This is an optimization exercise on Yosys and OpenROAD, whose aim is small area and a short achievable clock period, not a production implementation.
At most, simulation tests tie the RTL to the original design; equivalence was not proved.
Only the layout flow was run in runs 1, 4, 5 and 8; the RTL was not checked for function there.
Power is estimated from default activity; no workload was simulated.

### design/flow/config.mk
export PLATFORM = sky130hd
export DESIGN_NAME = arm
export DESIGN_NICKNAME = arm
export VERILOG_FILES = /design/flow/design.v
export SDC_FILE = /design/flow/constraint.sdc
export NUM_CORES = 4
export LEC_CHECK = 0
export CAP_MARGIN = 20
export CORE_MARGIN = 2
export CORE_UTILIZATION = 60
export CTS_BUF_LIST = sky130_fd_sc_hd__clkbuf_8
export CTS_CLUSTER_DIAMETER = 40
export CTS_CLUSTER_SIZE = 12
export PLACE_DENSITY = 0.72
export SLEW_MARGIN = 20
### design/flow/constraint.sdc
create_clock -name core_clock -period 16.0 [get_ports {clk}]
set_input_delay 3.2000 -clock core_clock [delete_from_list [all_inputs] [get_ports {clk}]]
set_output_delay 3.2000 -clock core_clock [all_outputs]
set_load 0.01 [all_outputs]
### design/flow/design.v
module arm (
    input  logic        clk, rst,
    input  logic [31:0] InstrF,
    input  logic [31:0] ReadDataM,
    output logic [31:0] WriteDataM,
    output logic [31:0] PCF, ALUOutM,
    output logic        MemWriteM
);
    logic        rst_q;
    logic [31:0] InstrD;
    logic [31:0] RD1E, RD2E;
    logic [11:0] Imm12E;
    logic [3:0]  WA3E, CondE;
    logic        BrE, MemToRegE, MemWriteE, RegWriteE, FlagWriteE, StrE;
    logic [1:0]  ALUControlE;
    logic [1:0]  FlagsE;                  
    logic        fAM, fAW;                
    logic        fBM, fBW;                
    logic        fBMs, fBWs;              
    logic        kB;                      
    logic [3:0]  WA3M;
    logic        PCSrcM, RegWriteM, MemToRegM;
    logic [31:0] ResultW;
    logic [3:0]  WA3W;
    logic        PCSrcW, RegWriteW;
    logic [31:0] rf [0:14];
    logic [7:0] op;
    assign op = InstrD[27:20];
    logic isADD, isSUB, isAND, isORR, isLDR, isSTR, isB;
    assign isADD = (op[7:6] == 2'b00) & (op[4:0] == 5'b01000);
    assign isSUB = (op[7:6] == 2'b00) & (op[4:1] == 4'b0010);
    assign isAND = (op == 8'b0000_0000);
    assign isORR = (op == 8'b0001_1000);
    assign isLDR = (op == 8'b0101_1001);
    assign isSTR = (op == 8'b0101_1000);
    assign isB   = (op[7:4] == 4'b1010);
    logic RegWriteD, FlagWriteD, ImmD;
    logic [1:0] ALUControlD;
    assign RegWriteD   = isADD | isSUB | isAND | isORR | isLDR | isB;
    assign FlagWriteD  = isSUB & InstrD[20];
    assign ALUControlD = {isAND | isORR, isSUB | isORR};
    assign ImmD        = ((isADD | isSUB) & InstrD[25]) | isLDR | isB;
    logic [3:0] RA1D, RA2D;
    assign RA1D = isB ? 4'd15 : InstrD[19:16];
    assign RA2D = (isLDR | isSTR) ? InstrD[15:12] : InstrD[3:0];
    logic [31:0] ExtImmD;
    always_comb begin
        if (isLDR)           ExtImmD = {20'b0, InstrD[11:0]};
        else if (isB)        ExtImmD = {{6{InstrD[23]}}, InstrD[23:0], 2'b00};
        else                 ExtImmD = {{24{InstrD[7]}}, InstrD[7:0]};
    end
    logic CondExE;
    always_comb begin
        case (CondE)
            4'b1110: CondExE = 1'b1;
            4'b0000: CondExE = FlagsE[0];
            4'b0001: CondExE = ~FlagsE[0];
            4'b1010: CondExE = ~FlagsE[1];
            4'b1100: CondExE = ~FlagsE[1] & ~FlagsE[0];
            4'b1101: CondExE = FlagsE[1] | FlagsE[0];
            4'b1011: CondExE = FlagsE[1];
            default: CondExE = 1'b0;
        endcase
    end
    logic BranchTakenE, ldrStallD, StallF, FlushD, FlushE;
    assign BranchTakenE = CondExE & BrE;
    assign ldrStallD = MemToRegE & ((RA1D == WA3E) | (RA2D == WA3E));
    assign StallF    = ldrStallD | isB | BrE | PCSrcM;
    assign FlushD    = isB | BrE | PCSrcM | PCSrcW;
    assign FlushE    = ldrStallD | BranchTakenE;
    logic RegWriteMn;
    assign RegWriteMn = CondExE & RegWriteE;
    logic mEA, mMA, mEB, mMB, nAM, nAW, nBM, nBW;
    assign mEA = RegWriteE & (RA1D == WA3E);
    assign mMA = RegWriteM & (RA1D == WA3M);
    assign mEB = RegWriteE & (RA2D == WA3E);
    assign mMB = RegWriteM & (RA2D == WA3M);
    assign nAM = CondExE & mEA;
    assign nAW = ~nAM & mMA;
    assign nBM = CondExE & mEB;
    assign nBW = ~nBM & mMB;
    logic [31:0] PCPlus4F, PCPlus8F, PCNext, R15D;
    assign PCPlus4F = PCF + 32'd4;
    assign PCPlus8F = PCF + 32'd8;
    assign PCNext   = StallF ? PCF : (PCSrcW ? ResultW : PCPlus4F);
    assign R15D     = isB ? PCPlus4F : PCPlus8F;
    logic [14:0] dA, dB;
    logic [31:0] RD1D, RD2D;
    always_comb begin
        RD1D = {32{(RA1D == 4'd15) & ~mMA}} & R15D;
        RD2D = ImmD ? ExtImmD : ({32{(RA2D == 4'd15) & ~mMB}} & R15D);
        for (int i = 0; i < 15; i++) begin
            dA[i] = (RA1D == i[3:0]) & ~mMA;
            dB[i] = (RA2D == i[3:0]) & ~mMB & ~ImmD;
            RD1D = RD1D | ({32{dA[i]}} & rf[i]);
            RD2D = RD2D | ({32{dB[i]}} & rf[i]);
        end
    end
    always_ff @(posedge clk) begin
        rst_q <= rst;
        PCF   <= rst ? '0 : PCNext;
    end
    always_ff @(posedge clk) begin
        if (rst | FlushD)       InstrD <= '0;
        else if (!ldrStallD)    InstrD <= InstrF;
    end
    always_ff @(posedge clk) begin
        if (rst | FlushE) begin
            BrE        <= 1'b0;
            MemToRegE  <= 1'b0;
            MemWriteE  <= 1'b0;
            RegWriteE  <= 1'b0;
            FlagWriteE <= 1'b0;
            FlagsE     <= 2'b00;
        end else begin
            BrE        <= isB;
            MemToRegE  <= isLDR;
            MemWriteE  <= isSTR;
            RegWriteE  <= RegWriteD;
            FlagWriteE <= FlagWriteD;
            if (FlagWriteE) FlagsE <= {SumE[31], EqE};
        end
    end
    always_ff @(posedge clk) begin
        RD1E        <= RD1D;
        RD2E        <= RD2D;
        Imm12E      <= InstrD[11:0];
        StrE        <= isSTR;
        WA3E        <= InstrD[15:12];
        CondE       <= InstrD[31:28];
        ALUControlE <= ALUControlD;
        fAM  <= nAM; fAW  <= nAW;
        fBM  <= nBM; fBW  <= nBW;
        fBMs <= nBM & ~ImmD & ~isSTR;
        fBWs <= nBW & ~ImmD & ~isSTR;
        kB   <= ImmD | (~isSTR & ~nBM);
    end
    logic [31:0] SrcAE, WriteDataE, SrcBE, SumE, ALUResultE;
    logic EqE, SubE;
    assign SrcAE      = ({32{~fAM}} & RD1E) | ({32{fAM}} & ALUOutM) | ({32{fAW}} & ResultW);
    assign WriteDataE = ({32{~fBM}} & RD2E) | ({32{fBM}} & ALUOutM) | ({32{fBW}} & ResultW);
    assign SrcBE      = ({32{kB}} & RD2E) | ({32{fBMs}} & ALUOutM) | ({32{fBWs}} & ResultW)
                      | ({32{StrE}} & {20'b0, Imm12E});
    assign EqE = (SrcAE == SrcBE);
    assign SubE = ALUControlE == 2'b01;
    logic [32:0] sum33;
    assign sum33 = {SrcAE, 1'b1} + {SrcBE ^ {32{SubE}}, SubE};
    assign SumE  = sum33[32:1];
    always_comb begin
        case (ALUControlE)
            2'b10:   ALUResultE = SrcAE & SrcBE;
            2'b11:   ALUResultE = SrcAE | SrcBE;
            default: ALUResultE = SumE;
        endcase
    end
    always_ff @(posedge clk) begin
        if (rst) begin
            PCSrcM    <= 1'b0;
            RegWriteM <= 1'b0;
            MemWriteM <= 1'b0;
        end else begin
            PCSrcM    <= BranchTakenE;
            RegWriteM <= RegWriteMn;
            MemWriteM <= CondExE & MemWriteE;
        end
    end
    always_ff @(posedge clk) begin
        MemToRegM  <= MemToRegE;
        WA3M       <= WA3E;
        ALUOutM    <= ALUResultE;
        WriteDataM <= WriteDataE;
    end
    always_ff @(posedge clk) begin
        if (rst) begin
            PCSrcW    <= 1'b0;
            RegWriteW <= 1'b0;
        end else begin
            PCSrcW    <= PCSrcM;
            RegWriteW <= RegWriteM;
        end
    end
    always_ff @(posedge clk) begin
        WA3W    <= WA3M;
        ResultW <= MemToRegM ? ReadDataM : ALUOutM;
    end
    logic [31:0] wdg;
    logic [14:0] we;
    assign wdg = ResultW & {32{~rst_q}};
    always_comb
        for (int i = 0; i < 15; i++)
            we[i] = rst_q | (RegWriteW & (WA3W == i[3:0]));
    always_ff @(posedge clk)
        for (int i = 0; i < 15; i++)
            if (we[i]) rf[i] <= wdg;
endmodule
### design/flow/flow/run.sh
#!/bin/bash
set -o pipefail
bash standard.sh SETUP_SLACK_MARGIN=11.8 "BUFFER_PORTS_ARGS=-buffer_cell sky130_fd_sc_hd__buf_2" finish > standard.log 2>&1
### design/flow/standard.sh
#!/bin/bash
# synth_recipe.tcl (not shown) runs the flow's synth.tcl, then flattens the netlist and writes it again
# the make line also repeats each setting of config.mk as NAME=value (left out here)
make -C /OpenROAD-flow-scripts/flow DESIGN_CONFIG=/design/flow/config.mk WORK_HOME=/design/flow/orfs CLKGATE_MAP_FILE= SYNTH_SCRIPT=/design/flow/synth_recipe.tcl "${@:-finish}"
==> flow_summary.ini, run 1 <==
[status]
status = timing/DRC/antenna clean

[power_and_ir_drop]
p_clk_share_pct = 28.2
p_seq_share_pct = 48.7
p_leak_nw = 15.47
p_comb_share_pct = 23.1
irDropWorstVdd_mv = 0.1370
switching_share_pct = 34.19
fin_total_pwr_mw = 6.111
internal_power_mw = 4.021
p_sw_mw = 2.089
power.density_nw_per_um2 = 146.7

[clock_network]
cts_max_level = 3
clock-sinks = 756
cts_root_buffer = clkbuf_8
clk_latency_ns = 0.80
cts_buffers = 107
clockBufferDepth = 3
clk_pin_slew_ns = 0.08
cts_tree = yes

[sta]
max_slew_margin_pct = 19.68
holdWs_ns = 0.3670
rsz0062_at_grt = true
period_share_pct = 28.13
worstMarginPinSlew_ns = 1.196
setup_tns_ns = 0
fin_skew_ns = 0.06547
clock.fmax_mhz = 222.1
finalHoldViolCount = 0
fin_crit_ns = 4.502
slew_viol_final = 0
layout_setup_ws_ns = 11.50
setup_viol = 0

[layout]
areaGrowthSynthToFinish_pct = 17.10
drive_above_1_share_pct = 21.45
layout.cells.non_filler = 4196
final_nets = 3488

[global_route]
antenna_found_initial = 7
track_usage_pct = 46.64
grt_pass1_vias = 29500
grt-ovfl-total = 0
grt_pass1_wl_um = 203400
grt_max_degree = 68

[critical_path]
cp.required_ns = 12.80
crit_family = flip-flops
worstSetupEndpointType = output pin
path_cells = buf_6
worstPathMaxFanout = 2
worstPathBufferInverterCount = 1
path_class = reg2out
cpPeakStageDelay_ns = 0.41
cp.arrival_ns = 1.30
worstSetupStartpointType = register
critical_path.slowest_cell = dfxtp_4

[synthesis]
synth.top_cell.area_share_pct = 40.52
synth_area_per_cell_um2 = 11.52
syn_area_um2 = 35580
synth_top_flop_cell = edfxtp_1
synth-edff-count = 480
netlist_instances = 3087
synthTopCellsByArea = edfxtp_1, dfxtp_1, a22oi_1
ys_ff_latch = 756
synth_nets = 3250
async_reset_ff_share_pct = 0
seq_area_frac_synth_pct = 56.05
yosysUniqueCellTypes = 85
yosys_warnings = 2
synth_largest_area_cell = edfxtp_1

[placement]
pre_cts_ws_ns = 10.94
dpl.hpwl_um = 88730
placedCellCount = 3890
numPortBuffers = 162
globalplace.congestion = 1.077

[drt]
vias = 31380
drc = 0
dr.pass1.iters = 13
wl_um = 145700
routed_via_density = 7.479
ant_nets = 0
drt_iter0_markers = 6257
routedWlPerCell_um = 34.72

[floorplanning]
dieArea_um2 = 61260
io_pins = 163
start_util_pct = 60.51
die_h_um = 247.5
die_w_um = 247.5
design.core.area_um2 = 58800
fp-row-count = 89

[run]
maxCapViolCount = 0

[min_path]
holdCritPathClass = reg2reg
[power by group through the flow]
stage                     sequential, mW  clock [mW]  combinational, mW
after CTS                           2.93        1.71               1.33
after global routing                2.99        1.79               1.49
after global placement              2.97           0               1.12
after detailed placement            2.98           0               1.15
final                               2.98        1.72               1.41
after floorplan                     2.81           0              0.729
[metrics by stage]
stage / utilization, % / cell area [um^2]
6_report: 70.85 / 41660
5_1_grt: 70.83 / 41640
4_1_cts: 70.16 / 41250
3_5_place_dp: 63.86 / 37540
3_3_place_gp: 63.83 / 37530
2_1_floorplan: - / 35590
[layer usage]
layer / vias to the layer above / part of all wire, % / wire length (um) / GRT usage [%]
li1: 12650 / - / - / -
met1: 14860 / 34 / 49150 / 57.91
met2: 3087 / 41 / 59470 / 67.15
met3: 785 / 18 / 26590 / 21.80
met4: 0 / 7.2 / 10490 / 26.03
met5: - / 0 / 0 / 0
[Yosys cell counts (33+ instances only)]
master      n
edfxtp_1  480
dfxtp_1   276
a22oi_1   252
nand2_1   247
clkbuf_1  139
nor2_1    111
o21ai_0   109
a21oi_1   107
nor2b_1   104
a221oi_1   99
ha_1       97
inv_1      91
a22o_1     76
nand4_1    70
a221o_1    68
mux2i_1    66
xnor2_1    63
nand3_1    60
a222oi_1   53
buf_2      50
nor3_1     40
and3_1     36
xor2_1     35
mux2_2     33
[final timing paths]
kind | start | to | slack, ns | cells after the start
worst min register to register | InstrD[29] | CondE[1] | 0.37 | 0
worst min-delay path | InstrD[29] | CondE[1] | 0.37 | 0
worst max register to register | InstrD[21] | RD2E[24] | 11.70 | 10
worst max-delay path | PCF[0] | PCF[0] | 11.50 | 1
[cell type report]
type / count / area, um^2
Multi-Input combinational cell: 2025 / 14950
Clock inverter: 88 / 860.8
Tap cell: 773 / 967.2
Inverter: 92 / 345.3
Sequential cell: 756 / 20200
Antenna cell: 6 / 15.01
Timing Repair Buffer: 343 / 2766
Fill cell: 4104 / 17140
Clock buffer: 113 / 1555
[cell families (layout without fill, tap and decap cells)]
kind of cell | Yosys count | after routing | synth area share (%)
XOR/XNOR | 98 | 98 | 2.413
flip-flops | 756 | 756 | 56.05
buffers and inverters | 306 | 636 | 3.464
AO/OA/AOI/OAI | 943 | 943 | 20.32
multiplexers | 99 | 99 | 2.902
AND/OR/NAND/NOR | 788 | 788 | 11.44
adder cells (fa/ha/maj) | 97 | 97 | 3.412
other | 0 | 6 | 0
[layout by cell type, fill, tap and decap left out, types with 15 or more instances in the layout]
cell type,n
a211oi_1,20
a21o_1,15
a21oi_1,107
a221o_1,68
a221oi_1,99
a222oi_1,53
a22o_1,76
a22oi_1,252
a311oi_4,16
and2_1,20
and3_1,36
buf_2,78
buf_4,171
buf_6,89
clkbuf_8,113
dfxtp_1,186
dfxtp_2,30
dfxtp_4,60
edfxtp_1,480
ha_1,97
inv_1,109
inv_6,15
mux2_2,33
mux2i_1,66
nand2_1,245
nand3_1,59
nand4_1,70
nor2_1,111
nor2b_1,102
nor3_1,23
nor3_2,17
nor4_1,15
o211ai_1,26
o21ai_0,100
xnor2_1,63
xor2_1,35
[repair_timing]
item                       CTS  global route
setup endpoints to repair  153           169
setup buffers               73            26
hold buffers                 0             0
gates resized for setup    231            48
pin swaps                    5            14
[flip-flops by register name, summed over array words and instances (netlist names), 2 cells and up]
register	cells
WA3M	4
WA3W	4
PCF	32
ResultW	32
WriteDataM	32
RD2E	32
ALUControlE	2
InstrD	32
WA3E	4
ALUOutM	32
Imm12E	12
CondE	4
rf	480
FlagsE	2
RD1E	32
==> run 2, diff against run 1 <==
--- a/design/flow/design.v
+++ b/design/flow/design.v
@@ -14,6 +14,7 @@
     logic        BrE, MemToRegE, MemWriteE, RegWriteE, FlagWriteE, StrE;
     logic [1:0]  ALUControlE;
     logic [1:0]  FlagsE;                  
+    logic        ZPendE;                  
     logic        fAM, fAW;                
     logic        fBM, fBW;                
     logic        fBMs, fBWs;              
@@ -49,15 +50,17 @@
         else if (isB)        ExtImmD = {{6{InstrD[23]}}, InstrD[23:0], 2'b00};
         else                 ExtImmD = {{24{InstrD[7]}}, InstrD[7:0]};
     end
+    logic ZE;
+    assign ZE = ZPendE ? (ALUOutM == 32'd0) : FlagsE[0];
     logic CondExE;
     always_comb begin
         case (CondE)
             4'b1110: CondExE = 1'b1;
-            4'b0000: CondExE = FlagsE[0];
-            4'b0001: CondExE = ~FlagsE[0];
+            4'b0000: CondExE = ZE;
+            4'b0001: CondExE = ~ZE;
             4'b1010: CondExE = ~FlagsE[1];
-            4'b1100: CondExE = ~FlagsE[1] & ~FlagsE[0];
-            4'b1101: CondExE = FlagsE[1] | FlagsE[0];
+            4'b1100: CondExE = ~FlagsE[1] & ~ZE;
+            4'b1101: CondExE = FlagsE[1] | ZE;
             4'b1011: CondExE = FlagsE[1];
             default: CondExE = 1'b0;
         endcase
@@ -112,13 +115,16 @@
             RegWriteE  <= 1'b0;
             FlagWriteE <= 1'b0;
             FlagsE     <= 2'b00;
+            ZPendE     <= 1'b0;
         end else begin
             BrE        <= isB;
             MemToRegE  <= isLDR;
             MemWriteE  <= isSTR;
             RegWriteE  <= RegWriteD;
             FlagWriteE <= FlagWriteD;
-            if (FlagWriteE) FlagsE <= {SumE[31], EqE};
+            ZPendE     <= FlagWriteE;
+            if (FlagWriteE) FlagsE[1] <= SumE[31];
+            else            FlagsE[0] <= ZE;
         end
     end
     always_ff @(posedge clk) begin
@@ -136,12 +142,11 @@
         kB   <= ImmD | (~isSTR & ~nBM);
     end
     logic [31:0] SrcAE, WriteDataE, SrcBE, SumE, ALUResultE;
-    logic EqE, SubE;
+    logic SubE;
     assign SrcAE      = ({32{~fAM}} & RD1E) | ({32{fAM}} & ALUOutM) | ({32{fAW}} & ResultW);
     assign WriteDataE = ({32{~fBM}} & RD2E) | ({32{fBM}} & ALUOutM) | ({32{fBW}} & ResultW);
     assign SrcBE      = ({32{kB}} & RD2E) | ({32{fBMs}} & ALUOutM) | ({32{fBWs}} & ResultW)
                       | ({32{StrE}} & {20'b0, Imm12E});
-    assign EqE = (SrcAE == SrcBE);
     assign SubE = ALUControlE == 2'b01;
     logic [32:0] sum33;
     assign sum33 = {SrcAE, 1'b1} + {SrcBE ^ {32{SubE}}, SubE};
==> design/flow/flow/run.sh (replaced) <==
#!/bin/bash
# Own flow: the standard layout (standard.sh: unchanged synthesis and
# steps). Timing repair is asked to keep a setup margin, so that the resizer
# works on the paths that set the achieved period; ports get buf_2 buffers
# instead of delay cells; clock tree synthesis adds no dummy loads. The SDC
# and the clock period are the design's.
set -o pipefail
bash standard.sh SETUP_SLACK_MARGIN=12.1 \
  "BUFFER_PORTS_ARGS=-buffer_cell sky130_fd_sc_hd__buf_2" \
  "CTS_ARGS=-sink_clustering_enable -repair_clock_nets -dont_use_dummy_load" \
  finish > standard.log 2>&1
--- a/design/flow/config.mk
+++ b/design/flow/config.mk
@@ -8,8 +8,5 @@
 export CAP_MARGIN = 20
 export CORE_MARGIN = 2
 export CORE_UTILIZATION = 60
-export CTS_BUF_LIST = sky130_fd_sc_hd__clkbuf_8
-export CTS_CLUSTER_DIAMETER = 40
-export CTS_CLUSTER_SIZE = 12
 export PLACE_DENSITY = 0.72
 export SLEW_MARGIN = 20
==> flow_summary.ini, run 2 <==
[drt]
vias = 30650
drc = 0
routedWlPerCell_um = 36.63
wl_um = 146100
ant_nets = 0
dr.pass1.iters = 13
routed_via_density = 7.682
drt_iter0_markers = 6285

[min_path]
whs_path_depth = 0
min_to = CondE[1]
holdCritPathClass = reg2reg
hp-start = InstrD[29]

[placement]
pre_cts_ws_ns = 11.03
dpl.hpwl_um = 87320
numPortBuffers = 162
globalplace.congestion = 1.030
placedCellCount = 3798

[floorplanning]
design.core.area_um2 = 56500
start_util_pct = 60.87
fp-row-count = 87
die_w_um = 243.4
io_pins = 163
dieArea_um2 = 59240
die_h_um = 243.4

[global_route]
grt_pass1_vias = 28860
grt_max_degree = 65
track_usage_pct = 47.83
grt-ovfl-total = 0
grt_pass1_wl_um = 203600
antenna_found_initial = 8

[critical_path]
worstSetupStartpointType = register
worstSetupEndpointType = output pin
cp.arrival_ns = 1.15
crit_family = flip-flops
rr_startpoint = InstrD[22]
path_cells = buf_6
crit_start = PCF[3]
path_class = reg2out
cpPeakStageDelay_ns = 0.40
worstPathMaxFanout = 2
rr_worst_depth = 10
worst-r2r-setup-slack_ns = 11.95
worstPathBufferInverterCount = 1
critical_path.slowest_cell = dfxtp_4
cp.required_ns = 12.80
r2r_end = RD2E[19]

[layout]
layout.cells.non_filler = 3989
final_nets = 3329
largest_reg_flops = 480
areaGrowthSynthToFinish_pct = 16.75
fin_util_pct = 71.07
layout_commonest_cell = edfxtp_1
regMostFlops = rf
drive_above_1_share_pct = 20.38
final_cell_mix = edfxtp_1, nand2_1, a22oi_1, dfxtp_1, a21oi_1

[synthesis]
synth_top_flop_cell = edfxtp_1
synth_largest_area_cell = edfxtp_1
yosysMostFrequentCell = edfxtp_1
synth-edff-count = 480
synth_common_cells = edfxtp_1, nand2_1, dfxtp_1
synth.top_cell.area_share_pct = 41.92
syn_area_um2 = 34390
synth_area_per_cell_um2 = 11.40
ys_ff_latch = 757
yosys_warnings = 2
async_reset_ff_share_pct = 0
synth_nets = 3115
yosysUniqueCellTypes = 75
synthTopCellsByArea = edfxtp_1, dfxtp_1, a22oi_1
netlist_instances = 3016
seq_area_frac_synth_pct = 58.04

[status]
status = timing/DRC/antenna clean

[clock_network]
clk_pin_slew_ns = 0.06
clockBufferDepth = 3
clock-sinks = 757
cts_buffers = 79
cts_max_level = 3
clk_latency_ns = 0.66
cts_tree = yes
postCtsHoldBufs = 0
cts_root_buffer = clkbuf_16

[sta]
period_share_pct = 27.16
layout_setup_ws_ns = 11.65
max_slew_margin_pct = 17.32
rsz0062_at_grt = true
worstMarginPinSlew_ns = 1.227
fin_crit_ns = 4.345
setup_tns_ns = 0
clock.fmax_mhz = 230.1
finalHoldViolCount = 0
setup_viol = 0
fin_skew_ns = 0.06710
slew_viol_final = 0

[power_and_ir_drop]
irDropWorstVdd_mv = 0.1339
p_leak_nw = 14.73
power.density_nw_per_um2 = 148.8

[run]
maxCapViolCount = 0
-- run 2: cell types whose count changed after synthesis, moves of 20 or more --
cell      delta
a22oi_1     -42
a21oi_1     +62
a222oi_1    +22
nor2_1      +51
mux2i_1     -41
nand2_1     +44
nand4_1     -20
inv_1       -47
ha_1        -64
-- run 2: logic make-up after synthesis --
| logic type | Yosys count | synth area share (%) |
|---|---|---|
| DFF | 757 | 58.04 |
| and+or+nand+nor | 827 | 11.52 |
| muxes | 62 | 2.005 |
| AOI/OAI and AO/OA | 953 | 20.86 |
| buffers and inverters | 261 | 3.169 |
| adders and majority gates | 52 | 1.754 |
| xor gates and xnor gates | 104 | 2.649 |
-- run 2: power breakdown --
group          total [mW]  switching, mW  internal [mW]
Combinational        1.38          0.803          0.572
Clock                1.58          0.715          0.864
Sequential           3.02          0.424           2.60
Total                5.98           1.94           4.03
-- run 2: worst max-delay path by stage --
stage	depth (start not counted)	slack, ns	to
final	1	11.65	PCF[3]
after detailed placement	4	11.03	InstrD[13]
after CTS	1	11.65	PCF[3]
after floorplan	17	12.09	ALUOutM[29]
after global routing	1	11.64	PCF[3]
after global placement	4	11.03	InstrD[8]
-- run 2: layout make-up --
cell class / instances / area (um^2)
Antenna cell: 5 / 12.51
Clock buffer: 79 / 1977
Fill cell: 3969 / 16350
Inverter: 46 / 177.7
Multi-Input combinational cell: 2000 / 13840
Sequential cell: 757 / 20230
Tap cell: 756 / 945.9
Timing Repair Buffer: 345 / 2960
Timing Repair inverter: 1 / 5.005
-- run 2: repair_timing --
item,CTS,global route
pin swaps,6,18
cloned,3,4
gates resized for setup,273,80
setup endpoints to repair,247,234
buffers inserted,78,21
-- run 2: stage by stage --
stage / power (mW) / hold slack (ns) / instance area [um^2]
4_1_cts: 5.814 / 0.3580 / 39540
5_1_grt: 6.108 / 0.3674 / 40140
2_1_floorplan: 3.525 / 0.3306 / 34400
3_5_place_dp: 4.096 / 0.3479 / 36030
3_3_place_gp: 4.079 / 0.3433 / 36030
6_report: 5.976 / 0.3578 / 40150
-- run 2: per-layer routing --
metal / global-route usage, % / part of all wire, % / up-vias
met4: 27.07 / 7.5 / 6
li1: - / - / 12180
met2: 68.11 / 41 / 3159
met5: 0 / 0.033 / -
met1: 59.83 / 33 / 14480
met3: 22.49 / 18 / 822
==> run 3, diff against run 2 <==
--- a/design/flow/flow/run.sh
+++ b/design/flow/flow/run.sh
@@ -5,7 +5,7 @@
 # instead of delay cells; clock tree synthesis adds no dummy loads. The SDC
 # and the clock period are the design's.
 set -o pipefail
-bash standard.sh SETUP_SLACK_MARGIN=12.1 \
+bash standard.sh SETUP_SLACK_MARGIN=11.8 \
   "BUFFER_PORTS_ARGS=-buffer_cell sky130_fd_sc_hd__buf_2" \
   "CTS_ARGS=-sink_clustering_enable -repair_clock_nets -dont_use_dummy_load" \
   finish > standard.log 2>&1
==> flow_summary.ini, run 3 <==
[power_and_ir_drop]
power.density_nw_per_um2 = 149.9
fin_total_pwr_mw = 5.929
p_leak_nw = 14.48
irDropWorstVdd_mv = 0.1365

[floorplanning]
io_pins = 163
fp-row-count = 87
die_w_um = 243.4
dieArea_um2 = 59240
design.core.area_um2 = 56500
die_h_um = 243.4
start_util_pct = 60.87

[layout]
drive_above_1_share_pct = 18.99
final_cell_mix = edfxtp_1, nand2_1, a22oi_1, dfxtp_1, a21oi_1
final_nets = 3302
regMostFlops = rf
layout_commonest_cell = edfxtp_1
areaGrowthSynthToFinish_pct = 15.02
fillers = 4084
largest_reg_flops = 480

[clock_network]
postCtsHoldBufs = 0
clk_latency_ns = 0.68
cts_buffers = 78
cts_tree = yes
cts_root_buffer = clkbuf_16
cts_max_level = 3
clock-sinks = 757
clockBufferDepth = 3
clk_pin_slew_ns = 0.06

[synthesis]
synth-edff-count = 480
synthXorXnorAreaFrac_pct = 2.649
synth_top_family_by_area = compound AO/OA/AOI/OAI gates
syn_area_um2 = 34390
synth_compound_area_share_pct = 20.86
ys_ff_latch = 757
synth_nets = 3115
synth_top_flop_cell = edfxtp_1
synthTopCellsByArea = edfxtp_1, dfxtp_1, a22oi_1
synth.top_cell.area_share_pct = 41.92
async_reset_ff_share_pct = 0
seq_area_frac_synth_pct = 58.04
synth_largest_area_cell = edfxtp_1
netlist_instances = 3016
yosysUniqueCellTypes = 75
yosys_warnings = 2
yosysMostFrequentCell = edfxtp_1
synth_area_per_cell_um2 = 11.40
muxShareOfSynthArea_pct = 2.005
synth_common_cells = edfxtp_1, nand2_1, dfxtp_1
synth_fa_ha_area_share_pct = 1.754
synth-simple-area-share_pct = 11.52

[drt]
routed_via_density = 7.785
drt_iter0_markers = 6466
vias = 30850
ant_nets = 0
routedWlPerCell_um = 36.46
wl_um = 144500
drc = 0
dr.pass1.iters = 13

[sta]
finalHoldViolCount = 0
rsz0062_at_grt = true
clock.fmax_mhz = 231.1
worstMarginPinSlew_ns = 1.250
max_slew_margin_pct = 16.66
setup_viol = 0
slew_viol_final = 0
setup_tns_ns = 0
period_share_pct = 27.04
layout_setup_ws_ns = 11.67
fin_crit_ns = 4.327
fin_skew_ns = 0.1074

[global_route]
antenna_found_initial = 12
grt_pass1_vias = 29110
track_usage_pct = 47.23
grt-ovfl-total = 0
grt_max_degree = 65
grt_pass1_wl_um = 201400

[critical_path]
worstSetupStartpointType = register
path_class = reg2out
path_cells = buf_6
cpPeakStageDelay_ns = 0.40
worstPathMaxFanout = 2
critical_path.slowest_cell = dfxtp_4
cp.arrival_ns = 1.13
crit_start = PCF[3]
crit_family = flip-flops
worstPathBufferInverterCount = 1
rr_startpoint = InstrD[25]
cp.required_ns = 12.80
worstSetupEndpointType = output pin

[placement]
pre_cts_ws_ns = 11.02
dpl.hpwl_um = 88010
numPortBuffers = 162
globalplace.congestion = 1.032

[status]
status = timing/DRC/antenna clean

[min_path]
hp-start = InstrD[28]
holdCritPathClass = reg2reg

[run]
maxCapViolCount = 0
run 3: cell counts after synthesis:
Identical to the previous run, type by type.
run 3: timing repair:
item / in CTS / in global routing
cloned: 0 / 2
buffers inserted: 67 / 11
pin swaps: 2 / 3
gates resized for setup: 242 / 43
endpoints found under the setup margin: 201 / 157
run 3: layout make-up:
class | count | area [um^2] | share of cell area, %
antenna | 6 | 15.01 | 0.03796
clock buffer | 78 | 1952 | 4.935
inverter | 46 | 176.4 | 0.4460
multi-input combinational | 1998 | 13660 | 34.54
sequential | 757 | 20220 | 51.12
tap | 756 | 945.9 | 2.391
timing repair buffer | 321 | 2575 | 6.510
timing repair inverter | 1 | 5.005 | 0.01265
run 3: worst paths after layout:
path,endpoint,slack (ns),cells after the start
setup / recovery,PCF[3],11.67,1
hold / removal,CondE[0],0.36,0
setup reg to reg,RD1E[19],11.80,13
hold reg to reg,CondE[0],0.36,0
run 3: cell families (layout without fill, tap and decap cells):
| kind of cell | count (synthesis) | after routing |
|---|---|---|
| DFF | 757 | 757 |
| buffers and inverters | 261 | 446 |
| and+or+nand+nor | 827 | 827 |
| adders and majority gates | 52 | 52 |
| muxes | 62 | 62 |
| xor gates and xnor gates | 104 | 104 |
| other | 0 | 6 |
| AOI/OAI and AO/OA | 953 | 953 |
run 3: power by group:
group,internal (mW),switching [mW],total (mW)
Clock,0.853,0.706,1.56
Combinational,0.558,0.791,1.35
Sequential,2.60,0.422,3.02
Total,4.01,1.92,5.93
run 3: layer usage:
metal / vias to the layer above / GRT usage [%] / routed length [um]
li1: 12130 / - / -
met1: 14630 / 57.46 / 47610
met2: 3185 / 66.98 / 58580
met3: 893 / 23.50 / 26580
met4: 18 / 28.35 / 11370
met5: - / 3.595 / 375
run 3: worst register-to-register path, cell delays in order (launching register included):
cell,delay (ns)
dfxtp_1,0.48
nor4bb_4,0.42
clkbuf_16,0.31
nor2_1,0.17
xnor2_1,0.17
nand4_1,0.22
o211ai_1,0.12
buf_4,0.20
nor2_2,0.72
buf_4,0.57
a22o_1,0.24
a221oi_1,0.04
and3_1,0.17
nand3_1,0.24
run 3: through the flow:
step	area, um^2	utilization [%]	hold slack, ns	cells
after floorplan	34390	-	0.3306	3016
after global placement	36040	63.79	0.3426	3799
after detailed placement	36040	63.79	0.3423	3799
after CTS	39270	69.50	0.3597	3944
after global routing	39540	69.99	0.3664	3958
final	39550	70.01	0.3581	3963
==> run 4, diff against run 3 <==
--- a/design/flow/design.v
+++ b/design/flow/design.v
@@ -42,8 +42,14 @@
     assign ALUControlD = {isAND | isORR, isSUB | isORR};
     assign ImmD        = ((isADD | isSUB) & InstrD[25]) | isLDR | isB;
     logic [3:0] RA1D, RA2D;
-    assign RA1D = isB ? 4'd15 : InstrD[19:16];
-    assign RA2D = (isLDR | isSTR) ? InstrD[15:12] : InstrD[3:0];
+    logic [7:0] opF;
+    logic       isBF, isMemF;
+    logic [3:0] RA1F, RA2F;
+    assign opF    = InstrF[27:20];
+    assign isBF   = (opF[7:4] == 4'b1010);
+    assign isMemF = (opF[7:1] == 7'b0101_100);
+    assign RA1F   = isBF ? 4'd15 : InstrF[19:16];
+    assign RA2F   = isMemF ? InstrF[15:12] : InstrF[3:0];
     logic [31:0] ExtImmD;
     always_comb begin
         if (isLDR)           ExtImmD = {20'b0, InstrD[11:0]};
@@ -104,8 +110,15 @@
         PCF   <= rst ? '0 : PCNext;
     end
     always_ff @(posedge clk) begin
-        if (rst | FlushD)       InstrD <= '0;
-        else if (!ldrStallD)    InstrD <= InstrF;
+        if (rst | FlushD) begin
+            InstrD <= '0;
+            RA1D   <= 4'd0;
+            RA2D   <= 4'd0;
+        end else if (!ldrStallD) begin
+            InstrD <= InstrF;
+            RA1D   <= RA1F;
+            RA2D   <= RA2F;
+        end
     end
     always_ff @(posedge clk) begin
         if (rst | FlushE) begin
==> flow_summary.ini, run 4 <==
[status]
status = timing/DRC/antenna clean

[synthesis]
async_reset_ff_share_pct = 0
syn_area_um2 = 34890
synthTopCellsByArea = edfxtp_1, dfxtp_1, a22oi_1
seq_area_frac_synth_pct = 57.66
yosysMostFrequentCell = edfxtp_1
synth_compound_area_share_pct = 20.57
yosys_warnings = 2
netlist_instances = 3034
synth_nets = 3133
yosysUniqueCellTypes = 90
synth_top_family_by_area = compound AO/OA/AOI/OAI gates
synthXorXnorAreaFrac_pct = 2.560
synth_common_cells = edfxtp_1, dfxtp_1, a22oi_1
synth_fa_ha_area_share_pct = 1.987
ys_ff_latch = 765
synth_area_per_cell_um2 = 11.50
muxShareOfSynthArea_pct = 2.417
synth-edff-count = 480
synth.top_cell.area_share_pct = 41.31
synth_top_flop_cell = edfxtp_1
synth-simple-area-share_pct = 11.52
synth_largest_area_cell = edfxtp_1

[global_route]
grt_max_degree = 65
grt-ovfl-total = 0
track_usage_pct = 44.92
grt_pass1_vias = 28080
grt_pass1_wl_um = 193700
antenna_found_initial = 19

[sta]
worstMarginPinSlew_ns = 1.212
finalHoldViolCount = 0
fin_crit_ns = 4.293
setup_viol = 0
setup_tns_ns = 0
max_slew_margin_pct = 19.13
layout_setup_ws_ns = 11.71
clock.fmax_mhz = 232.9
period_share_pct = 26.83
slew_viol_final = 0
rsz0062_at_grt = true
fin_skew_ns = 0.07178

[run]
maxCapViolCount = 0

[clock_network]
clk_pin_slew_ns = 0.06
cts_root_buffer = clkbuf_16
cts_buffers = 79
clk_latency_ns = 0.65
clockBufferDepth = 3
clock-sinks = 765
cts_max_level = 3
cts_tree = yes

[critical_path]
critical_path.slowest_cell = dfxtp_4
worstPathBufferInverterCount = 1
path_class = reg2out
cp.required_ns = 12.80
rr_startpoint = RA1D[0]
worst-r2r-setup-slack_ns = 11.88
worstSetupStartpointType = register
path_cells = buf_6
cp.arrival_ns = 1.09
crit_family = flip-flops
r2r_end = RD1E[30]
rr_worst_depth = 10
worstSetupEndpointType = output pin
worstPathMaxFanout = 2
cpPeakStageDelay_ns = 0.39

[drt]
drc = 0
drt_iter0_markers = 5633
ant_nets = 0
dr.pass1.iters = 10
routed_via_density = 7.558
routedWlPerCell_um = 34.76
vias = 30000
wl_um = 138000

[floorplanning]
io_pins = 163
die_w_um = 245.2
dieArea_um2 = 60100
design.core.area_um2 = 57590
die_h_um = 245.2
start_util_pct = 60.59
fp-row-count = 88

[layout]
areaGrowthSynthToFinish_pct = 14.05
fillers = 4210
drive_above_1_share_pct = 18.34
ff_latch_area_um2 = 20380
regMostFlops = rf
final_nets = 3301
layout_commonest_cell = edfxtp_1
multi_input_area_um2 = 13860
largest_reg_flops = 480
final_cell_mix = edfxtp_1, a22oi_1, nand2_1, dfxtp_1, nor2_1

[min_path]
whs_path_depth = 0
min_to = CondE[1]
holdCritPathClass = reg2reg
hp-start = InstrD[29]

[power_and_ir_drop]
p_leak_nw = 14.67
power.density_nw_per_um2 = 148.6
irDropWorstVdd_mv = 0.1256

[placement]
pre_cts_ws_ns = 11.33
dpl.hpwl_um = 84700
numPortBuffers = 162
globalplace.congestion = 0.9888
## run 4: worst max path at each step
stage / startpoint / end / slack, ns / depth (start not counted)
after floorplan: rst / RA1D[0] / 11.80 / 5
after global placement: rst / RA1D[2] / 11.35 / 4
after detailed placement: rst / RA2D[2] / 11.33 / 4
after CTS: ALUOutM[2] / ALUOutM[2] / 11.70 / 1
after global routing: ALUOutM[15] / ALUOutM[15] / 11.70 / 1
final: ALUOutM[15] / ALUOutM[15] / 11.71 / 1
## run 4: cells by family after synthesis
group           Yosys count
compound gates          961
flops                   765
simple gates            790
xor+xnor                102
buf+inv                 278
fa+ha+maj                61
mux                      77
## run 4: stage by stage
step / total power, mW / util (%) / cells / instance area (um^2) / hold WS [ns]
2_1_floorplan: 3.536 / - / 3034 / 34900 / 0.3249
3_3_place_gp: 4.083 / 63.46 / 3823 / 36550 / 0.3421
3_5_place_dp: 4.120 / 63.46 / 3823 / 36550 / 0.3423
4_1_cts: 5.815 / 68.96 / 3964 / 39710 / 0.3542
5_1_grt: 6.068 / 69.09 / 3965 / 39780 / 0.3624
6_report: 5.913 / 69.11 / 3969 / 39790 / 0.3524
## run 4: timing repair
item / CTS / global route
setup endpoints to repair: 100 / 108
hold buffers: 0 / 0
gates cloned: 0 / 0
resized for setup: 236 / 15
setup buffers: 62 / 1
## run 4: routing by layer
layer	share of wire, %	track usage [%]	vias to the layer above
met5	0.13	0	-
met4	6.9	25.18	20
met3	16	16.78	669
met2	42	65.98	2852
met1	34	57.34	14290
li1	-	-	12170
## run 4: area by class of cell
cell class / instances / share of cell area [%]
inverter: 64 / 0.6037
clock buffer: 79 / 4.968
sequential: 765 / 51.22
tap: 765 / 2.405
multi-input combinational: 1991 / 34.83
antenna: 4 / 0.02515
timing repair buffer: 301 / 5.946
## run 4: where the power goes
| part | switching, mW | total, mW | leakage, nW | internal, mW |
|---|---|---|---|---|
| logic | 0.812 | 1.34 | 6.39 | 0.531 |
| clock network | 0.701 | 1.56 | 0.974 | 0.863 |
| registers | 0.387 | 3.01 | 7.31 | 2.62 |
| total | 1.90 | 5.91 | 14.7 | 4.01 |
==> run 5, diff against run 4 <==
==> design/flow/flow/run.sh (replaced) <==
#!/bin/bash
# Own flow: the standard layout (standard.sh: unchanged synthesis and
# steps). Timing repair is asked to keep a setup margin, so that the resizer
# works on the paths that set the achieved period; ports get buf_2 buffers
# instead of delay cells; clock tree synthesis adds no dummy loads and uses
# larger sink clusters. The SDC and the clock period are the design's.
set -o pipefail
bash standard.sh SETUP_SLACK_MARGIN=11.8 \
  "BUFFER_PORTS_ARGS=-buffer_cell sky130_fd_sc_hd__buf_2" \
  "CTS_ARGS=-sink_clustering_enable -repair_clock_nets -dont_use_dummy_load -sink_clustering_size 30 -sink_clustering_max_diameter 100" \
  finish > standard.log 2>&1
==> flow_summary.ini, run 5 <==
[drt]
ant_nets = 0
vias = 29520
wl_um = 137200
routedWlPerCell_um = 34.96
dr.pass1.iters = 12
routed_via_density = 7.523
drt_iter0_markers = 5573
drc = 0

[power_and_ir_drop]
irDropWorstVdd_mv = 0.1133
p_sw_mw = 1.792
p_seq_share_pct = 56.9
switching_share_pct = 33.94
power.density_nw_per_um2 = 136.8
internal_power_mw = 3.488
p_comb_share_pct = 25.4
p_leak_nw = 14.08
p_clk_share_pct = 17.8

[critical_path]
worstSetupStartpointType = register
critical_path.slowest_cell = dfxtp_4
worstPathMaxFanout = 3
cp.required_ns = 12.80
path_cells = buf_6
crit_family = flip-flops
cp.arrival_ns = 1.17
path_class = reg2out
cpPeakStageDelay_ns = 0.41
worstSetupEndpointType = output pin
worstPathBufferInverterCount = 1

[status]
status = timing/DRC/antenna clean

[layout]
ff_latch_area_um2 = 20380
fillers = 4356
fin_util_pct = 67.03
stdcell_area_um2 = 38600
largest_reg_flops = 480
final_cell_mix = edfxtp_1, a22oi_1, nand2_1, dfxtp_1, nor2_1
regMostFlops = rf
layout_commonest_cell = edfxtp_1
areaGrowthSynthToFinish_pct = 10.61
drive_above_1_share_pct = 17.07
final_nets = 3252
multi_input_area_um2 = 13860

[placement]
numPortBuffers = 162
dpl.hpwl_um = 84700
pre_cts_ws_ns = 11.33
globalplace.congestion = 0.9888
place_area_um2 = 36550

[synthesis]
synth_nets = 3133
syn_area_um2 = 34890
synth-edff-count = 480
synthTopCellsByArea = edfxtp_1, dfxtp_1, a22oi_1
yosysUniqueCellTypes = 90
synth.top_cell.area_share_pct = 41.31
yosysMostFrequentCell = edfxtp_1
netlist_instances = 3034
seq_area_frac_synth_pct = 57.66
synth_area_per_cell_um2 = 11.50
synth_common_cells = edfxtp_1, dfxtp_1, a22oi_1
synth_largest_area_cell = edfxtp_1
async_reset_ff_share_pct = 0
synth_top_flop_cell = edfxtp_1
ys_ff_latch = 765
yosys_warnings = 2

[sta]
finalHoldViolCount = 0
layout_setup_ws_ns = 11.63
period_share_pct = 27.31
rsz0062_at_grt = true
holdWs_ns = 0.3603
fin_skew_ns = 0.09195
clock.fmax_mhz = 228.9
slew_viol_final = 0
fin_crit_ns = 4.369
worstMarginPinSlew_ns = 1.202
setup_viol = 0
setup_tns_ns = 0
max_slew_margin_pct = 19.77

[global_route]
antenna_found_initial = 22
grt_pass1_vias = 27710
grt-ovfl-total = 0
grt_max_degree = 65
grt_pass1_wl_um = 192100
track_usage_pct = 44.47

[floorplanning]
start_util_pct = 60.59
die_h_um = 245.2
fp-row-count = 88
dieArea_um2 = 60100
die_w_um = 245.2
io_pins = 163
design.core.area_um2 = 57590

[run]
maxCapViolCount = 0

[clock_network]
cts_tree = yes
clk_pin_slew_ns = 0.12
cts_buffers = 31
cts_root_buffer = clkbuf_16
clock-sinks = 765
cts_max_level = 1
postCtsHoldBufs = 0
clockBufferDepth = 3
clk_latency_ns = 0.70

[min_path]
holdCritPathClass = reg2reg
==> run 5: power by group through the flow <==
stage	combinational (mW)	sequential [mW]	clock (mW)
floorplan	0.692	2.84	0
global placement	1.07	3.01	0
detailed placement	1.10	3.02	0
CTS	1.28	2.96	0.932
global route	1.41	3.02	0.997
finish	1.34	3.00	0.939
==> run 5: repair_timing <==
action / in CTS / in global routing
setup buffers: 62 / 0
pin swaps: 0 / 0
endpoints found under the hold margin: 0 / 0
gates resized for setup: 233 / 19
setup endpoints to repair: 100 / 106
gates cloned: 0 / 0
==> run 5: worst reg2reg max path: cells and delay by family (launching register included) <==
kind	cells	cell delay (ns)
DFF	1	0.34
xor gates and xnor gates	1	0.14
and+or+nand+nor	3	0.79
adders and majority gates	1	0.36
buffers and inverters	2	0.63
AOI/OAI and AO/OA	6	1.73
==> run 5: final timing paths <==
path | start | endpoint | slack (ns) | cells after the start
worst max-delay path | PCF[27] | PCF[27] | 11.63 | 1
worst min-delay path | InstrD[29] | CondE[1] | 0.36 | 0
worst max register to register | ALUControlE[0] | ALUOutM[30] | 11.94 | 13
worst min register to register | InstrD[29] | CondE[1] | 0.36 | 0
==> run 5: area by class of cell <==
class                           instances  area share [%]
Inverter                               64          0.6224
Antenna cell                            8         0.05187
Multi-Input combinational cell       1991           35.91
Sequential cell                       765           52.81
Tap cell                              765           2.480
Timing Repair Buffer                  300           6.114
Clock buffer                           31           2.010
==> run 5: stage by stage <==
step	cells	power [mW]
global route	3916	5.427
floorplan	3034	3.536
CTS	3916	5.175
detailed placement	3823	4.120
global placement	3823	4.083
finish	3924	5.280
==> run 5: cells by family (layout without fill, tap and decap cells) <==
logic type,count (synthesis),count (layout),share of synthesized area (%)
buf+inv,278,395,3.285
fa+ha+maj,61,61,1.987
flops,765,765,57.66
compound gates,961,961,20.57
other cells,0,8,0
mux,77,77,2.417
xor+xnor,102,102,2.560
simple gates,790,790,11.52
==> run 5: routing by layer <==
layer  routed length, um  share of wire, %  up-vias  track usage (%)
met5                 119             0.087        -                0
met4                8849               6.5       18            23.64
met3               22960                17      617            16.77
met2               58430                43     2757            65.65
met1               46810                34    14100            56.88
li1                    -                 -    12030                -
==> run 6, diff against run 5 <==
--- a/design/flow/design.v
+++ b/design/flow/design.v
@@ -26,15 +26,16 @@
     logic        PCSrcW, RegWriteW;
     logic [31:0] rf [0:14];
     logic [7:0] op;
+    logic isBD, isMemD;                   
     assign op = InstrD[27:20];
     logic isADD, isSUB, isAND, isORR, isLDR, isSTR, isB;
     assign isADD = (op[7:6] == 2'b00) & (op[4:0] == 5'b01000);
     assign isSUB = (op[7:6] == 2'b00) & (op[4:1] == 4'b0010);
     assign isAND = (op == 8'b0000_0000);
     assign isORR = (op == 8'b0001_1000);
-    assign isLDR = (op == 8'b0101_1001);
-    assign isSTR = (op == 8'b0101_1000);
-    assign isB   = (op[7:4] == 4'b1010);
+    assign isLDR = isMemD & InstrD[20];
+    assign isSTR = isMemD & ~InstrD[20];
+    assign isB   = isBD;
     logic RegWriteD, FlagWriteD, ImmD;
     logic [1:0] ALUControlD;
     assign RegWriteD   = isADD | isSUB | isAND | isORR | isLDR | isB;
@@ -42,14 +43,8 @@
     assign ALUControlD = {isAND | isORR, isSUB | isORR};
     assign ImmD        = ((isADD | isSUB) & InstrD[25]) | isLDR | isB;
     logic [3:0] RA1D, RA2D;
-    logic [7:0] opF;
-    logic       isBF, isMemF;
-    logic [3:0] RA1F, RA2F;
-    assign opF    = InstrF[27:20];
-    assign isBF   = (opF[7:4] == 4'b1010);
-    assign isMemF = (opF[7:1] == 7'b0101_100);
-    assign RA1F   = isBF ? 4'd15 : InstrF[19:16];
-    assign RA2F   = isMemF ? InstrF[15:12] : InstrF[3:0];
+    assign RA1D = isBD ? 4'd15 : InstrD[19:16];
+    assign RA2D = isMemD ? InstrD[15:12] : InstrD[3:0];
     logic [31:0] ExtImmD;
     always_comb begin
         if (isLDR)           ExtImmD = {20'b0, InstrD[11:0]};
@@ -112,12 +107,12 @@
     always_ff @(posedge clk) begin
         if (rst | FlushD) begin
             InstrD <= '0;
-            RA1D   <= 4'd0;
-            RA2D   <= 4'd0;
+            isBD   <= 1'b0;
+            isMemD <= 1'b0;
         end else if (!ldrStallD) begin
             InstrD <= InstrF;
-            RA1D   <= RA1F;
-            RA2D   <= RA2F;
+            isBD   <= (InstrF[27:24] == 4'b1010);
+            isMemD <= (InstrF[27:21] == 7'b0101_100);
         end
     end
     always_ff @(posedge clk) begin
==> design/flow/flow/run.sh (replaced) <==
#!/bin/bash
# Own flow: the standard layout (standard.sh: unchanged synthesis and
# steps). Timing repair is asked to keep a setup margin, so that the resizer
# works on the paths that set the achieved period; ports get buf_2 buffers
# instead of delay cells; clock tree synthesis adds no dummy loads and
# clusters up to 26 flip-flops per leaf buffer. The SDC and the clock period
# are the design's.
set -o pipefail
bash standard.sh SETUP_SLACK_MARGIN=11.8 \
  "BUFFER_PORTS_ARGS=-buffer_cell sky130_fd_sc_hd__buf_2" \
  "CTS_ARGS=-sink_clustering_enable -repair_clock_nets -dont_use_dummy_load -sink_clustering_size 26 -sink_clustering_max_diameter 100" \
  finish > standard.log 2>&1
==> flow_summary.ini, run 6 <==
[status]
status = timing/DRC/antenna clean

[critical_path]
worstPathMaxFanout = 2
worstPathBufferInverterCount = 1
crit_start = PCF[0]
worstSetupEndpointType = output pin
worst-r2r-setup-slack_ns = 11.90
crit_cells = 1
critical_path.slowest_cell = dfxtp_4
critPathCapture = PCF[0]
r2r_end = FlagsE[1]
cp.arrival_ns = 1.09
cp.required_ns = 12.80
worstSetupStartpointType = register
path_class = reg2out
cpPeakStageDelay_ns = 0.38
path_cells = buf_6
crit_family = flip-flops
rr_worst_depth = 14
rr_startpoint = ALUControlE[1]

[drt]
drc = 0
vias = 29170
wl_um = 130900
ant_nets = 0
dr.pass1.iters = 11
routedWlPerCell_um = 33.67
drt_iter0_markers = 5454
routed_via_density = 7.506

[synthesis]
synth-edff-count = 480
synthTopCellsByArea = edfxtp_1, dfxtp_1, a22oi_1
synth_area_per_cell_um2 = 11.44
seq_area_frac_synth_pct = 57.86
yosys_warnings = 2
synth.top_cell.area_share_pct = 41.70
synth_common_cells = edfxtp_1, dfxtp_1, a22oi_1
syn_area_um2 = 34560
yosysUniqueCellTypes = 79
synth_nets = 3121
yosysMostFrequentCell = edfxtp_1
netlist_instances = 3022
synth_top_flop_cell = edfxtp_1
synth_largest_area_cell = edfxtp_1
async_reset_ff_share_pct = 0
ys_ff_latch = 759

[layout]
regMostFlops = rf
fillers = 4234
areaGrowthSynthToFinish_pct = 10.53
multi_input_area_um2 = 13470
ff_latch_area_um2 = 20260
drive_above_1_share_pct = 16.21
largest_reg_flops = 480
final_cell_mix = edfxtp_1, a22oi_1, nand2_1, dfxtp_1, nor2_1
layout_commonest_cell = edfxtp_1
stdcell_area_um2 = 38200
final_nets = 3228

[floorplanning]
design.core.area_um2 = 56710
die_h_um = 244.0
start_util_pct = 60.94
fp-row-count = 87
dieArea_um2 = 59540
io_pins = 163
die_w_um = 244.0

[power_and_ir_drop]
p_leak_nw = 14.07
power.density_nw_per_um2 = 138.9
irDropWorstVdd_mv = 0.1359

[clock_network]
cts_root_buffer = clkbuf_16
postCtsHoldBufs = 0
clock-sinks = 759
clk_pin_slew_ns = 0.11
cts_buffers = 37
cts_max_level = 2
clk_latency_ns = 0.61
cts_tree = yes
clockBufferDepth = 3

[placement]
numPortBuffers = 162
globalplace.congestion = 1.006
place_area_um2 = 35950
pre_cts_ws_ns = 10.95
dpl.hpwl_um = 77510

[global_route]
grt_pass1_vias = 27340
track_usage_pct = 42.67
grt_pass1_wl_um = 185000
grt_max_degree = 65
antenna_found_initial = 13
grt-ovfl-total = 0

[sta]
setup_viol = 0
layout_setup_ws_ns = 11.71
max_slew_margin_pct = 27.12
clock.fmax_mhz = 233.0
fin_skew_ns = 0.06111
slew_viol_final = 0
finalHoldViolCount = 0
rsz0062_at_grt = true
period_share_pct = 26.82
setup_tns_ns = 0
worstMarginPinSlew_ns = 1.092
fin_crit_ns = 4.291

[min_path]
holdCritPathClass = reg2reg
hp-start = InstrD[30]

[run]
maxCapViolCount = 0
## run 6: changes by cell type after synthesis, sizes merged, moves of 24 or more
cell,previous run,this run
nand3,61,93
nor3,54,28
and3,33,57
xor2,64,32
xnor2,38,67
a22oi,275,241
nand4,70,32
## run 6: worst min path at each step
stage / to / slack, ns / cells after the start
after floorplan: CondE[0] / 0.33 / 0
after global placement: CondE[0] / 0.34 / 0
after detailed placement: CondE[2] / 0.34 / 0
after CTS: CondE[2] / 0.36 / 0
after global routing: CondE[1] / 0.36 / 0
final: CondE[2] / 0.36 / 0
## run 6: power by group
| part | internal [mW] | total, mW | switching, mW |
|---|---|---|---|
| combinational | 0.532 | 1.30 | 0.772 |
| sequential | 2.60 | 2.98 | 0.381 |
| clock | 0.416 | 1.02 | 0.607 |
## run 6: kinds of logic after synthesis
| group | synth area share [%] |
|---|---|
| buffers and inverters | 3.537 |
| adders and majority gates | 1.948 |
| xor gates and xnor gates | 2.509 |
| AOI/OAI and AO/OA | 20.79 |
| muxes | 2.357 |
| DFF | 57.86 |
| and+or+nand+nor | 10.99 |
## run 6: timing repair
action / in CTS / in global routing
resized for setup: 232 / 24
setup endpoints to repair: 129 / 131
buffers inserted: 65 / 3
## run 6: per-stage QoR
stage / hold slack [ns] / instances / power (mW) / utilization [%]
2_1_floorplan: 0.3301 / 3022 / 3.521 / -
3_3_place_gp: 0.3391 / 3778 / 4.020 / 63.36
3_5_place_dp: 0.3404 / 3778 / 4.052 / 63.38
4_1_cts: 0.3583 / 3880 / 5.198 / 67.15
5_1_grt: 0.3650 / 3883 / 5.461 / 67.34
6_report: 0.3608 / 3886 / 5.305 / 67.36
## run 6: area by class of cell
type                            instances  area share (%)
Sequential cell                       759           53.04
Inverter                               67          0.6682
Tap cell                              756           2.476
Antenna cell                            3         0.01965
Clock buffer                           37           2.424
Multi-Input combinational cell       1968           35.25
Timing Repair Buffer                  296           6.118
## run 6: worst reg2reg max path, cell delays in order, from the launching register on
cell       delay (ns)
dfxtp_1          0.34
buf_6            0.29
nand2b_2         0.24
buf_8            0.31
xnor2_1          0.15
ha_1             0.44
nand4_1          0.19
nor4_1           0.31
o211ai_1         0.19
a21oi_2          0.32
o2111ai_1        0.17
and3_1           0.25
a211oi_4         0.33
xnor2_1          0.24
a22o_1           0.23
## run 6: metal layers
layer	vias to the layer above	share of wire [%]	wire length [um]	track usage, %
met5	-	0.047	62	0
met4	10	5.6	7360	19.91
met3	576	18	22930	19.22
li1	11930	-	-	-
met1	13990	35	46110	55.34
met2	2661	42	54400	61.26
==> run 7, diff against run 6 <==
--- a/design/flow/config.mk
+++ b/design/flow/config.mk
@@ -7,6 +7,6 @@
 export LEC_CHECK = 0
 export CAP_MARGIN = 20
 export CORE_MARGIN = 2
-export CORE_UTILIZATION = 60
-export PLACE_DENSITY = 0.72
+export CORE_UTILIZATION = 70
+export PLACE_DENSITY = 0.8
 export SLEW_MARGIN = 20
==> flow_summary.ini, run 7 <==
[layout]
ff_latch_area_um2 = 20260
layout_commonest_cell = edfxtp_1
final_cell_mix = edfxtp_1, a22oi_1, nand2_1, dfxtp_1, nor2_1
regMostFlops = rf
multi_input_area_um2 = 13440
drive_above_1_share_pct = 16.27
largest_reg_flops = 480
layout.cells.non_filler = 3794
areaGrowthSynthToFinish_pct = 10.16
final_nets = 3223
fin_util_pct = 77.94
stdcell_area_um2 = 38070
fillers = 3104

[power_and_ir_drop]
fin_total_pwr_mw = 5.288
p_leak_nw = 14.05
power.density_nw_per_um2 = 138.9
irDropWorstVdd_mv = 0.1284

[critical_path]
worstSetupEndpointType = output pin
critPathCapture = ALUOutM[2]
path_cells = buf_6
rr_worst_depth = 11
path_class = reg2out
crit_start = ALUOutM[2]
cp.required_ns = 12.80
worst-r2r-setup-slack_ns = 11.74
cp.arrival_ns = 1.10
cpPeakStageDelay_ns = 0.40
r2r_end = RD2E[29]
worstPathMaxFanout = 2
worstSetupStartpointType = register
crit_cells = 1
rr_startpoint = InstrD[20]
crit_family = flip-flops
worstPathBufferInverterCount = 1
critical_path.slowest_cell = dfxtp_4

[synthesis]
netlist_instances = 3022
yosys_warnings = 2
seq_area_frac_synth_pct = 57.86
synth_top_family_by_area = compound AO/OA/AOI/OAI gates
synth-simple-area-share_pct = 10.99
synth_largest_area_cell = edfxtp_1
yosysUniqueCellTypes = 79
muxShareOfSynthArea_pct = 2.357
synth_compound_area_share_pct = 20.79
ys_ff_latch = 759
synth_common_cells = edfxtp_1, dfxtp_1, a22oi_1
synth_fa_ha_area_share_pct = 1.948
synth_top_flop_cell = edfxtp_1
yosysMostFrequentCell = edfxtp_1
synth_nets = 3121
syn_area_um2 = 34560
synthTopCellsByArea = edfxtp_1, dfxtp_1, a22oi_1
synth-edff-count = 480
synth_area_per_cell_um2 = 11.44
async_reset_ff_share_pct = 0
synth.top_cell.area_share_pct = 41.70
synthXorXnorAreaFrac_pct = 2.509

[min_path]
holdCritPathClass = reg2reg
hp-start = InstrD[29]

[floorplanning]
fp-row-count = 81
dieArea_um2 = 51170
design.core.area_um2 = 48850
start_util_pct = 70.75
io_pins = 163
die_h_um = 226.2
die_w_um = 226.2

[sta]
rsz0062_at_grt = true
finalHoldViolCount = 0
setup_tns_ns = 0
worstMarginPinSlew_ns = 1.289
setup_viol = 0
max_slew_margin_pct = 14.09
fin_skew_ns = 0.06495
slew_viol_final = 0
period_share_pct = 26.91
holdWs_ns = 0.3574
layout_setup_ws_ns = 11.70
fin_crit_ns = 4.305
clock.fmax_mhz = 232.3

[placement]
placedCellCount = 3685
globalplace.congestion = 0.9807
pre_cts_ws_ns = 11.00
dpl.hpwl_um = 75910
place_area_um2 = 35840
numPortBuffers = 162

[drt]
routedWlPerCell_um = 34.08
routed_via_density = 7.907
drt_iter0_markers = 7112
wl_um = 129300
vias = 30000
dr.pass1.iters = 11
drc = 0
ant_nets = 0

[global_route]
antenna_found_initial = 6
grt_max_degree = 65
track_usage_pct = 49.95
grt_pass1_wl_um = 183900
grt_pass1_vias = 28160
grt-ovfl-total = 0

[clock_network]
cts_max_level = 2
clockBufferDepth = 3
cts_tree = yes
clk_pin_slew_ns = 0.10
clk_latency_ns = 0.63
cts_buffers = 35
postCtsHoldBufs = 0
clock-sinks = 759
cts_root_buffer = clkbuf_16

[status]
status = timing/DRC/antenna clean

[run]
maxCapViolCount = 0
## run 7: changes by cell type in the layout (fill, tap and decap cells not counted), moves of 3 or more
| cell | delta |
|---|---|
| diode_2 | +5 |
| dfxtp_4 | -3 |
| dfxtp_1 | -5 |
| buf_4 | -6 |
| buf_2 | -4 |
| buf_6 | +4 |
| dfxtp_2 | +8 |
## run 7: worst register-to-register path, cell delays in order, from the launching register on
cell	delay, ns
dfxtp_1	0.67
nor3b_1	0.12
o21a_1	0.25
a221oi_4	0.27
buf_4	0.45
o21a_2	0.39
and3_1	0.73
buf_4	0.56
a22o_1	0.23
a21oi_1	0.04
nand4_1	0.12
a211o_1	0.31
## run 7: layer usage
metal / vias up / wire, um / global-route usage, %
met5: - / 226 / 2.737
met4: 16 / 9942 / 27.25
met3: 872 / 24860 / 25.55
met2: 3197 / 52180 / 69.88
met1: 13980 / 42080 / 62.53
li1: 11930 / - / -
## run 7: worst min-delay path by stage
stage	end	slack, ns	cells after the start
2_1_floorplan	CondE[0]	0.33	0
3_3_place_gp	CondE[1]	0.34	0
3_5_place_dp	CondE[1]	0.34	0
4_1_cts	CondE[1]	0.36	0
5_1_grt	CondE[1]	0.37	0
6_report	CondE[1]	0.36	0
## run 7: area by class of cell
class	count	share of cell area [%]
tap	664	2.182
timing repair buffer	293	6.280
antenna	8	0.05258
inverter	67	0.6606
sequential	759	53.22
multi-input combinational	1968	35.30
clock buffer	35	2.300
## run 7: timing repair
item                       CTS  global route
pin swaps                    0             0
resized for setup          222            42
setup endpoints to repair  135           130
setup buffers               65             1
## run 7: power breakdown
part | internal, mW | switching [mW] | leakage [nW]
combinational | 0.535 | 0.772 | 6.36
sequential | 2.60 | 0.395 | 7.26
clock | 0.395 | 0.593 | 0.431
## run 7: cells by family after synthesis
group,count (synthesis)
multiplexers,74
XOR/XNOR,99
AND/OR/NAND/NOR,774
flip-flops,759
buffers and inverters,295
AO/OA/AOI/OAI,962
adder cells (fa/ha/maj),59
==> run 8, diff against run 7 <==
--- a/design/flow/design.v
+++ b/design/flow/design.v
@@ -194,15 +194,13 @@
     end
     always_ff @(posedge clk) begin
         WA3W    <= WA3M;
-        ResultW <= MemToRegM ? ReadDataM : ALUOutM;
-    end
-    logic [31:0] wdg;
+        ResultW <= ({32{MemToRegM & ~rst}} & ReadDataM) | ({32{~MemToRegM & ~rst}} & ALUOutM);
+    end
     logic [14:0] we;
-    assign wdg = ResultW & {32{~rst_q}};
     always_comb
         for (int i = 0; i < 15; i++)
             we[i] = rst_q | (RegWriteW & (WA3W == i[3:0]));
     always_ff @(posedge clk)
         for (int i = 0; i < 15; i++)
-            if (we[i]) rf[i] <= wdg;
+            if (we[i]) rf[i] <= ResultW;
 endmodule
--- a/design/flow/config.mk
+++ b/design/flow/config.mk
@@ -7,6 +7,6 @@
 export LEC_CHECK = 0
 export CAP_MARGIN = 20
 export CORE_MARGIN = 2
-export CORE_UTILIZATION = 70
-export PLACE_DENSITY = 0.8
+export CORE_UTILIZATION = 60
+export PLACE_DENSITY = 0.72
 export SLEW_MARGIN = 20
==> flow_summary.ini, run 8 <==
[status]
status = timing/DRC/antenna clean

[synthesis]
synth.top_cell.area_share_pct = 42.12
synth_common_cells = edfxtp_1, dfxtp_1, a22oi_1
yosysUniqueCellTypes = 84
synth_largest_area_cell = edfxtp_1
synth_area_per_cell_um2 = 11.53
ys_ff_latch = 759
yosys_warnings = 2
async_reset_ff_share_pct = 0
synth_top_flop_cell = edfxtp_1
synth-edff-count = 480
yosysMostFrequentCell = edfxtp_1
netlist_instances = 2967
synth_nets = 3066
syn_area_um2 = 34220
seq_area_frac_synth_pct = 58.44
synthTopCellsByArea = edfxtp_1, dfxtp_1, a22oi_1

[layout]
ff_latch_area_um2 = 20260
stdcell_area_um2 = 38040
drive_above_1_share_pct = 15.80
areaGrowthSynthToFinish_pct = 11.17
fin_util_pct = 67.47
fillers = 4203
final_cell_mix = edfxtp_1, a22oi_1, nor2_1, dfxtp_1, nand2_1
final_nets = 3196
layout_commonest_cell = edfxtp_1
largest_reg_flops = 480
regMostFlops = rf
multi_input_area_um2 = 13350
layout.cells.non_filler = 3852

[placement]
placedCellCount = 3749
numPortBuffers = 162
dpl.hpwl_um = 75330
place_area_um2 = 35870
globalplace.congestion = 0.9987

[critical_path]
crit_family = flip-flops
path_class = reg2out
critical_path.slowest_cell = dfxtp_4
cp.arrival_ns = 1.14
worstSetupEndpointType = output pin
cp.required_ns = 12.80
path_cells = buf_6
worstPathMaxFanout = 2
worstSetupStartpointType = register
cpPeakStageDelay_ns = 0.41
worstPathBufferInverterCount = 1

[clock_network]
clock-sinks = 759
cts_root_buffer = clkbuf_16
clockBufferDepth = 3
cts_buffers = 37
clk_latency_ns = 0.62
clk_pin_slew_ns = 0.10
cts_max_level = 2
cts_tree = yes

[global_route]
track_usage_pct = 42.28
grt-ovfl-total = 0
grt_pass1_vias = 27430
antenna_found_initial = 1
grt_pass1_wl_um = 182900
grt_max_degree = 67

[drt]
routed_via_density = 7.515
routedWlPerCell_um = 33.31
wl_um = 128300
dr.pass1.iters = 10
drc = 0
ant_nets = 0
vias = 28950
drt_iter0_markers = 6895

[floorplanning]
io_pins = 163
dieArea_um2 = 58960
start_util_pct = 60.69
die_w_um = 242.8
design.core.area_um2 = 56390
die_h_um = 242.8
fp-row-count = 87

[sta]
period_share_pct = 27.11
worstMarginPinSlew_ns = 1.262
setup_viol = 0
fin_skew_ns = 0.04306
rsz0062_at_grt = true
clock.fmax_mhz = 230.6
slew_viol_final = 0
fin_crit_ns = 4.337
finalHoldViolCount = 0
setup_tns_ns = 0
max_slew_margin_pct = 15.11

[power_and_ir_drop]
p_leak_nw = 13.66
fin_total_pwr_mw = 5.129
irDropWorstVdd_mv = 0.09566
power.density_nw_per_um2 = 134.8

[run]
maxCapViolCount = 0

[min_path]
holdCritPathClass = reg2reg
## run 8: what timing repair did
item / 4_1_cts / 5_1_grt
hold endpoints to repair: 0 / 0
endpoints found under the setup margin: 155 / 145
gates resized for setup: 206 / 25
gates cloned: 0 / 0
buffers inserted: 65 / 0
hold buffers: 0 / 0
## run 8: final timing paths
kind | cells after the start | end | from | slack [ns]
hold reg to reg | 0 | CondE[0] | InstrD[28] | 0.36
hold / removal | 0 | CondE[0] | InstrD[28] | 0.36
setup / recovery | 1 | PCF[2] | PCF[2] | 11.66
setup reg to reg | 9 | RD1E[1] | isBD | 11.82
## run 8: final cells by class
| type | instances | share of cell area [%] |
|---|---|---|
| Sequential cell | 759 | 53.26 |
| Multi-Input combinational cell | 1940 | 35.10 |
| Timing Repair Buffer | 299 | 6.118 |
| Tap cell | 756 | 2.487 |
| Clock buffer | 37 | 2.434 |
| Inverter | 60 | 0.5920 |
| Antenna cell | 1 | 0.006578 |
## run 8: metal layers
metal	wire length (um)	part of all wire, %	track usage, %
met5	0	0	0
met4	7963	6.2	20.93
met3	21560	17	14.43
met2	53820	42	61.65
met1	44980	35	56.55
## run 8: cells by family (layout without fill, tap and decap cells)
| family | after synthesis | count (layout) | share of synthesized area [%] |
|---|---|---|---|
| and+or+nand+nor | 795 | 795 | 11.68 |
| DFF | 759 | 759 | 58.44 |
| muxes | 75 | 75 | 2.267 |
| xor gates and xnor gates | 100 | 100 | 2.600 |
| other | 0 | 1 | 0 |
| adders and majority gates | 57 | 57 | 1.909 |
| AOI/OAI and AO/OA | 913 | 913 | 19.89 |
| buffers and inverters | 268 | 396 | 3.218 |
## run 8: metrics by stage
step | hold WS [ns] | setup slack (ns)
floorplan | 0.3276 | 11.87
global placement | 0.3471 | 11.02
detailed placement | 0.3502 | 10.94
CTS | 0.3565 | 11.68
global route | 0.3604 | 11.64
finish | 0.3613 | 11.66
## run 8: where the power goes
group	internal (mW)	total [mW]	switching [mW]
clock network	0.417	1.03	0.609
registers	2.57	2.94	0.365
logic	0.484	1.17	0.684
total	3.47	5.13	1.66

Check on run 8: ideal ports give 11.663 ns setup slack; a clkbuf_16 on the clock port and buf_2 on the inputs give 11.596 ns; moving port delays by the midpoint clock arrival (0.667 ns) as well gives 11.405 ns.
